This design comes from an exercise in tuning for small area on the open sky130 flow, not from production work. Function was checked by simulation only, so behaviour that the tests miss may differ from the original. Power figures rest on the tool's default switching activity, not on a simulated workload.

## design/flow/design.v

```verilog
`timescale 1ns / 1ps
module seg7ment_sub(
input wire [3:0] num,
output reg [6:0] a_to_g );
always @(*)
case(num)
0: a_to_g=7'b0000001;
1: a_to_g=7'b1001111;
2: a_to_g=7'b0010010;
3: a_to_g=7'b0000110;
4: a_to_g=7'b1001100;
5: a_to_g=7'b0100100;
6: a_to_g=7'b0100000; 
7: a_to_g=7'b0001111;
8: a_to_g=7'b0000000;
9: a_to_g=7'b0000100;
'hA: a_to_g=7'b0001000;
'hB: a_to_g=7'b1100000;
'hC: a_to_g=7'b0110001;
'hD: a_to_g=7'b1000010;
'hE: a_to_g=7'b0110000;
'hF: a_to_g=7'b0111000;
default: a_to_g=7'b0000001;
endcase
endmodule
`timescale 1ns / 1ps
module light_sub(
    input [1:0] light,
    output reg[3:0] convLight
    );
	 always@(*)
		case(light)
		0:convLight = 4'b0001;
		1:convLight = 4'b0010;
		2:convLight = 4'b0100;
		3:convLight = 4'b1101;
		default: convLight = 4'b0000;
		endcase
endmodule
`timescale 1ns / 1ps
module findFnum_sub(
	input [5:0]clk_copy,
	input [3:0]lighttag,
	input [15:0]snum,
	output reg point,
	output reg[3:0]an,
	output reg[3:0]fnum
    );
	 reg[5:0]enable;
	always @(*)
	 begin
	 enable[5:0] = clk_copy[5:0];          
	 if (enable[5:0] < 16 && enable[3:0] <= lighttag[3:0])
	  begin
		an[3:0] = 4'b0111;
		fnum[3:0] = snum[3:0];
		point = 1;
	  end
    else if (enable[5:0] < 32 && enable[3:0] <= lighttag[3:0])
	  begin
		an[3:0] = 4'b1011;
		fnum[3:0] = snum[7:4];
		point = 0;
	  end
	 else if (enable[5:0] < 48 && enable[3:0] <= lighttag[3:0])
	  begin
		an[3:0] = 4'b1101;
		fnum[3:0] = snum[11:8];
		point = 1;
	  end
	 else if (enable[5:0] <= 63 && enable[3:0] <= lighttag[3:0])
	  begin
		an[3:0] = 4'b1110;
		fnum[3:0] = snum[15:12];
		point = 1;
	  end
	 else 
	  begin
	   fnum[3:0] = snum[15:12];
	   an[3:0] = 4'b1111;
		point = 1;
	  end
	 end 
endmodule
`timescale 1ns / 1ps
module choose_show_sub(
    input [15:0] distance,
    input [19:0] altogether,
    input [19:0] onedrive,
    output reg[15:0] snum,
	 input showaltogether,
	 input showdistance
    );
	 always@(*)
	 begin
	 if (showdistance)
		snum[15:0] = distance[15:0];
	 else if (showaltogether)
		begin
		snum[3:0] = altogether[3:0];
		snum[7:4] = altogether[8:5];
		snum[11:8] = altogether[13:10];
		snum[15:12] = altogether[18:15];
		end
	 else 
		begin
	   snum[3:0] = onedrive[3:0];
		snum[7:4] = onedrive[8:5];
		snum[11:8] = onedrive[13:10];
		snum[15:12] = onedrive[18:15];
		end
	 end
endmodule
`timescale 1ns / 1ps
module taxi_top(
	input [1:0] light,
	input restart,
	input endcar,
	input park,
	input showaltogether,
	input clk,
	input rst,
	input showdistance,
	input restartall,
	output [6:0] a_to_g,
	output [3:0] enable,
	output point
    );
	reg [19:0]onedrive;
	reg [19:0]altogether;
	reg [19:0]renewall;
	reg [15:0]distance;
	reg [28:0]clk_cnt;
	reg [3:0]park_cnt;
	wire [3:0]convlight;
	wire [15:0]snum;
	wire [3:0]fnum;
	reg [19:0]onedrive_n;
	reg [19:0]altogether_n;
	reg [19:0]renewall_n;
	reg [15:0]distance_n;
	always @(posedge clk)
	begin
	if (rst)
		clk_cnt <= 0;
	else if (clk_cnt[28:0] == 63)
		clk_cnt <= 0;
	else
		clk_cnt <= clk_cnt + 1;
	end
	always @(posedge clk)
	begin
	if (rst)
		park_cnt <= 0;
	else if (clk_cnt[28:0] == 62)
		if (park_cnt < 10)
			park_cnt <= park_cnt + 1;
		else
			park_cnt <= 'b0000;
	end
	always @(posedge clk)
	begin
	distance_n = distance;
	if (restart || restartall)
		distance_n[15:0] = 0;
	else if (clk_cnt[28:0] == 62 && !park && !endcar)
		begin
		if (distance_n[3:0] < 9)
			distance_n[3:0] = distance_n[3:0] + 1;
		else
			begin
			distance_n[3:0] = distance_n[3:0] - 9;
			if (distance_n[7:4] < 9)
				distance_n[7:4] = distance_n[7:4] + 1;
			else
				begin
				distance_n[7:4] = distance_n[7:4] - 9;
				if (distance_n[11:8] < 9)
					distance_n[11:8] = distance_n[11:8]+1;
				else
					begin
					distance_n[11:8] =  distance_n[11:8] - 9;
					if (distance_n[15:12] < 9)
						distance_n[15:12] = distance_n[15:12]+1;
					else
						distance_n[15:0] = 'h9999;
					end
				end
			end
		end
	if (rst)
		distance <= 0;
	else
		distance <= distance_n;
	end
	always @(posedge clk)
	begin
	onedrive_n = onedrive;
	if (restart || restartall)
		begin
		if(light == 3)
			onedrive_n[19:0] = 20'b0000_0000_0100_1000_0000;
		else
			onedrive_n[19:0] = 20'b0000_0000_0100_1110_0000;
		end
	else if (clk_cnt[28:0] == 62 && !endcar)
		begin
		if(light == 3)
			begin
			if (park && park_cnt[3:0] == 0)
				begin
				onedrive_n[4:0] = onedrive_n[4:0] + 5;
				end
			else if (distance[15:0] > 'h0100 && distance[3:0] == 1)
				begin
				onedrive_n[9:5] = onedrive_n[9:5] + 4;
				end
			else if (distance[15:0] > 'h0030 && distance[3:0] == 1)
				begin
				onedrive_n[9:5] = onedrive_n[9:5] + 3;
				end
			end
		else if(light !=3)
		begin
			if (park && park_cnt[3:0] == 0)
				begin
				onedrive_n[4:0] = onedrive_n[4:0] + 5;
				end
			else if (distance[15:0] > 'h0100 && distance[3:0] == 1)
				begin
				onedrive_n[9:5] = onedrive_n[9:5] + 5;
				end
			else if (distance[15:0] > 'h0030 && distance[3:0] == 1)
				begin
				onedrive_n[9:5] = onedrive_n[9:5] + 4;
				end
			end
		end
	if (onedrive_n[4:0] > 9)
				begin
				onedrive_n[4:0] = onedrive_n[4:0] - 10;
				onedrive_n[9:5] = onedrive_n[9:5] + 1;
				if (onedrive_n[9:5] > 9)
					begin
					onedrive_n[9:5] = onedrive_n[9:5] - 10;
					onedrive_n[14:10] = onedrive_n[14:10] + 1;
					if (onedrive_n[14:10] > 9)
						begin
						onedrive_n[14:10] = onedrive_n[14:10] - 10;
						onedrive_n[19:15] = onedrive_n[19:15] + 1;
						if (onedrive_n[19:15] > 9)
							onedrive_n[19:0] = 'h99999;
						end
					end
				end
		else if (onedrive_n[9:5] > 9)
				begin
				onedrive_n[9:5] = onedrive_n[9:5] - 10;
				onedrive_n[14:10] = onedrive_n[14:10] + 1;
				if (onedrive_n[14:10] > 9)
					begin
					onedrive_n[14:10] = onedrive_n[14:10] - 10;
					onedrive_n[19:15] = onedrive_n[19:15] + 1;
					if (onedrive_n[19:15] > 9)
						onedrive_n[19:0] = 'h99999;
					end
				end
	if (rst)
		onedrive <= 0;
	else
		onedrive <= onedrive_n;
	end
	always @(posedge clk)
	begin
	altogether_n = altogether;
	renewall_n = renewall;
	if (restartall && restart)
		begin
		altogether_n[19:0] = 20'b0000_0000_0000_0000_0000;
		renewall_n[19:0] = 20'b0000_0000_0000_0000_0000;
		end
	else if (endcar && !restart)
		renewall_n[19:0] = altogether_n[19:0];
	else if (restart)
		begin
		if(light == 3)
			begin
			altogether_n[6:0] = renewall_n[6:0];
			altogether_n[9:7] = renewall_n[9:7] + 1;
			altogether_n[14:10] = renewall_n[14:10] + 1;
			altogether_n[19:15] = renewall_n[19:15];
			end
		else if(light!= 3)
			begin
			altogether_n[4:0] = renewall_n[4:0];
			altogether_n[7:5] = renewall_n[7:5] + 3'b111;
			altogether_n[9:8] = renewall_n[9:8];
			altogether_n[19:10] = renewall_n[19:10] + 1;
			end
		end
	else if (clk_cnt[28:0] == 62 && !endcar)
		begin
			if(light == 3)
				begin
				if (park && park_cnt[3:0] == 0)
					begin
					altogether_n[4:0] = altogether_n[4:0] + 5;
					end
				else if (distance[15:0] > 'h0100 && distance[3:0] == 1)
					begin
					altogether_n[9:5] = altogether_n[9:5] + 4;
					end
				else if (distance[15:0] > 'h0030 && distance[3:0] == 1)
					begin
					altogether_n[9:5] = altogether_n[9:5] + 3;
					end
				end
			else if(light != 3)
				begin
				if (park && park_cnt[3:0] == 0)
					begin
					altogether_n[4:0] = altogether_n[4:0] + 5;
					end
				else if (distance[15:0] > 'h0100 && distance[3:0] == 1)
					begin
					altogether_n[9:5] = altogether_n[9:5] + 5;
					end
				else if (distance[15:0] > 'h0030 && distance[3:0] == 1)
					begin
					altogether_n[9:5] = altogether_n[9:5] + 4;
					end
				end
		end
	if (altogether_n[4:0] > 9)
				begin
				altogether_n[4:0] = altogether_n[4:0] - 10;
				altogether_n[9:5] = altogether_n[9:5] + 1;
				if (altogether_n[9:5] > 9)
					begin
					altogether_n[9:5] = altogether_n[9:5] - 10;
					altogether_n[14:10] = altogether_n[14:10] + 1;
					if (altogether_n[14:10] > 9)
						begin
						altogether_n[14:10] = altogether_n[14:10] - 10;
						altogether_n[19:15] = altogether_n[19:15] + 1;
						if (altogether_n[19:15] > 9)
							altogether_n[19:0] = 'h99999;
						end
					end
				end
		else if (altogether_n[9:5] > 9)
				begin
				altogether_n[9:5] = altogether_n[9:5] - 10;
				altogether_n[14:10] = altogether_n[14:10] + 1;
				if (altogether_n[14:10] > 9)
					begin
					altogether_n[14:10] = altogether_n[14:10] - 10;
					altogether_n[19:15] = altogether_n[19:15] + 1;
					if (altogether_n[19:15] > 9)
						altogether_n[19:0] = 'h99999;
					end
				end
	if (rst)
		begin
		altogether <= 0;
		renewall <= 0;
		end
	else
		begin
		altogether <= altogether_n;
		renewall <= renewall_n;
		end
	end
   choose_show_sub D(.distance(distance),.altogether(renewall),.showdistance(showdistance),
	.showaltogether(showaltogether),.onedrive(onedrive),.snum(snum));
	light_sub A(.light(light),.convLight(convlight));
	findFnum_sub B(.clk_copy(clk_cnt[5:0]),.snum(snum),.fnum(fnum),.an(enable),.lighttag(convlight),.point(point));
	seg7ment_sub C(.num(fnum),.a_to_g(a_to_g));
endmodule
```

## design/flow/run.sh

```bash
#!/bin/bash
# synth_recipe.tcl (not shown) runs the flow's synth.tcl, then flattens the netlist and writes it again
# the make line also repeats each setting of config.mk as NAME=value (left out here)
make -C /OpenROAD-flow-scripts/flow DESIGN_CONFIG=/design/flow/config.mk WORK_HOME=/design/flow/orfs CLKGATE_MAP_FILE= SYNTH_SCRIPT=/design/flow/synth_recipe.tcl finish
```

## design/flow/config.mk

```make
export PLATFORM = sky130hd
export DESIGN_NAME = taxi_top
export DESIGN_NICKNAME = taxi_top
export VERILOG_FILES = /design/flow/design.v
export SDC_FILE = /design/flow/constraint.sdc
export NUM_CORES = 4
export LEC_CHECK = 0
export CAP_MARGIN = 20
export CORE_MARGIN = 2
export CORE_UTILIZATION = 40
export SLEW_MARGIN = 20
```

## design/flow/constraint.sdc

```tcl
create_clock -name core_clock -period 12.0 [get_ports {clk}]
set_input_delay 2.4000 -clock core_clock [delete_from_list [all_inputs] [get_ports {clk}]]
set_output_delay 2.4000 -clock core_clock [all_outputs]
set_load 0.01 [all_outputs]
```

==> reports/summary.txt <==
Tightest Hold Check Type -> register to register
Chip width -> 159 microns
Post-DR wirelength/cell -> 17.6 microns
Core area -> 0.0235 sq mm
Crit path launch -> light[0]
Leakage power -> 3.66 nW
Setup ws final -> 1.53 ns
Die height -> 159 microns
Reg-to-Reg Start -> clk_cnt[24]
Rows -> 56
Max Fclk -> 0.0955 GHz
Layout area overhead -> 7.74%
Peak VDD IR -> 0.0676 mV
CTS sink cnt -> 109
# nets final -> 1286
FFs w/ async S/R, synth -> 0
Synth Area in Simple Gates -> 0.253
# Post-CTS Setup Buffers -> 0
Status -> complete, no violations
Gpl congestion -> 0.891
Final HPWL DP -> 19800 microns
Number of synthesized flops with an enable pin -> 0
Largest net degree at the start of global routing -> 45
Clk buf depth -> 2
Aggregate global-route resource usage -> 0.221
Vias in the first global route -> 8261
CP Max Fanout -> 21
Yosys cell types -> 108
First-pass GRT wire length -> 44000 microns
Worst setup SP type -> primary input
Setup WS pre-CTS -> 1.69 ns
Main combinational cell family by area after synthesis -> compound AO/OA/AOI/OAI gates
Largest area contributor in the netlist -> dfxtp_1
Reg2reg setup slack -> 6.43 ns
Starting Density -> 0.407
DP Area -> 0.00997 sq mm
DR iter-0 viols -> 937
Total Wirelength -> 27000 microns
Main synth FF type -> dfxtp_1
Worst slew margin -> 0.400
Final Hold Viols -> 0
Most frequent cell after synthesis -> nand2_1
Mux contribution to synthesized area -> 0.0587
Die ar. -> 0.0251 sq mm
Core Util, Final -> 0.438
Compound-gate portion of the synthesized area -> 0.254
Adder-Cell Fraction of Synth Area -> 0.0930
Layout cells sized above 1 -> 0.0793
Clock latency on the worst-skew pair -> 0.37 ns
Post-CTS Hold Buffers -> 0
IO Pins -> 22
Cells after synthesis -> 1223
Pwr/cell area -> 84.0 mW/mm^2
Max Slew Vio Count -> 0
Post-CTS sizing -> 0
Initial antenna violation count -> 1
Post-Synth XOR/XNOR Area -> 0.0584
Synth Net Count -> 1304
Worst Tran Pin Value -> 0.891 ns
Gr ovfl total -> 0
Number of detailed-route iterations in the first pass -> 5
Syn_area_per_cell -> 7.81 sq um
DRC violations left -> 0
CTS tree -> yes
Root buf cell -> clkbuf_16
CTS buffer count -> 9
Synth Cell Area -> 0.00955 sq mm
Vias per inst -> 5.89
Worst-path clk slew -> 0.08 ns
Clock period minus worst slack -> 10.47 ns
Critical Path RT -> 9.60 ns
Synth area leaders -> dfxtp_1 23%, ha_1 9.3%, nand2_1 6.2%
Max-cap viol count -> 0
Setup Skew -> 0.0105 ns
Post-synthesis sequential area ratio -> 0.229
TNS Setup -> 0 ns
HP Start -> altogether[11]
Post-DRT Antenna Nets -> 0
Worst path arrival time -> 8.07 ns
RSZ-0062 raised after global routing -> false
Synth warnings -> 5
Final worst path period share -> 0.873
Final instance area -> 0.0103 sq mm
# diodes -> 0
Port buffer count -> 21
Critical path class -> primary input to output port
# H-tree levels -> 3
Final number of setup-violating endpoints -> 0
Vias -> 9011
Yosys reg bits -> 109
CP endpoint kind -> output port
Synth top area share -> 0.229
Top cells by count, synth -> 157 x nand2_1, 109 x dfxtp_1, 102 x nor2_1, 71 x ha_1, 68 x a21oi_1
-- flip-flops by register name (all words and copies together), names as in the netlist --
signal,flops
distance,16
onedrive,20
renewall,20
park_cnt,4
clk_cnt,29
altogether,20
-- cells by family (layout without fill, tap and decap cells) --
kind of cell               count (synthesis)  after routing
and+or+nand+nor                          474            474
muxes                                     44             44
DFF                                      109            109
adders and majority gates                 71             71
buffers and inverters                    129            116
AOI/OAI and AO/OA                        334            334
xor gates and xnor gates                  62             62
-- metal layers --
metal  share of wire  GRT usage
met2            0.44      0.353
met1            0.49      0.315
met3           0.054     0.0332
met4           0.014     0.0480
met5               0          0
-- worst paths after layout --
check / endpoint / depth (start not counted)
min: renewall[11] / 2
min reg2reg: renewall[11] / 2
max reg2reg: onedrive[13] / 16
max: a_to_g[1] / 15
-- cells in the final DEF (no fill, tap or decap), types with 16 or more instances in the layout --
master,count
a211oi_1,24
a21oi_1,68
a31oi_1,19
clkdlybuf4s50_1,20
dfxtp_1,109
ha_1,71
inv_1,65
mux2i_1,23
nand2_1,157
nand3_1,42
nand4_1,16
nor2_1,102
nor3_1,39
nor4_1,16
o21ai_0,61
xnor2_1,26
xor2_1,34
-- area by class of cell --
cell class / count / area (sq um)
Multi-Input combinational cell: 985 / 6860
Tap cell: 319 / 399
Sequential cell: 109 / 2180
Clock inverter: 7 / 87.6
Timing Repair Buffer: 29 / 265
Clock buffer: 9 / 225
Inverter: 71 / 267
Fill cell: 2384 / 13200
-- through the flow --
stage               hold WS (ns)  cells  power (W)
floorplan                  0.429   1223   0.000498
global placement           0.444   1513   0.000538
detailed placement         0.445   1513   0.000539
CTS                        0.455   1529   0.000869
global route               0.477   1529   0.000903
finish                     0.453   1529   0.000865
-- report_power, final --
part | total [W] | switching [W] | internal [W]
combinational | 0.000157 | 0.000101 | 0.0000556
clock | 0.000331 | 0.000163 | 0.000168
sequential | 0.000377 | 0.00000930 | 0.000367
-- worst max-delay path, stage by stage --
cell	delay, ns
clkdlybuf4s50_1	0.51
ha_1	0.70
clkinv_1	0.53
ha_1	0.44
o21a_1	0.11
o21ai_0	0.69
nand2_1	0.44
mux4_2	0.31
o21ai_0	0.07
o21ai_0	0.55
inv_1	0.18
ha_1	0.27
mux2_2	0.27
o2bb2ai_1	0.12
clkdlybuf4s50_1	0.48

[what the ideal ports hide]
The flow's constraints put no driver on any port. The routed layout listed below was extracted and timed again, unchanged, in two steps. Step 1 assumes that a clkbuf_16 drives the clock port and a buf_2 every other input. Step 2 moves the port delays by t, midway between the first and last clock arrival at a register: inputs arrive t later, outputs are due t later. That takes back most of the time a late clock gives input paths. Slacks: no drivers / after step 1 / after step 2; pairs: no drivers / after step 1.
t, ns: 0.417
slack for setup (ns): 1.529 / 1.506 / 1.506
worst data-port slew with drivers (ns): 0.04
After both steps setup and hold are still met in this run. The setup slack of this run moves by -0.023 ns with the drivers and by -0.023 ns with both steps.
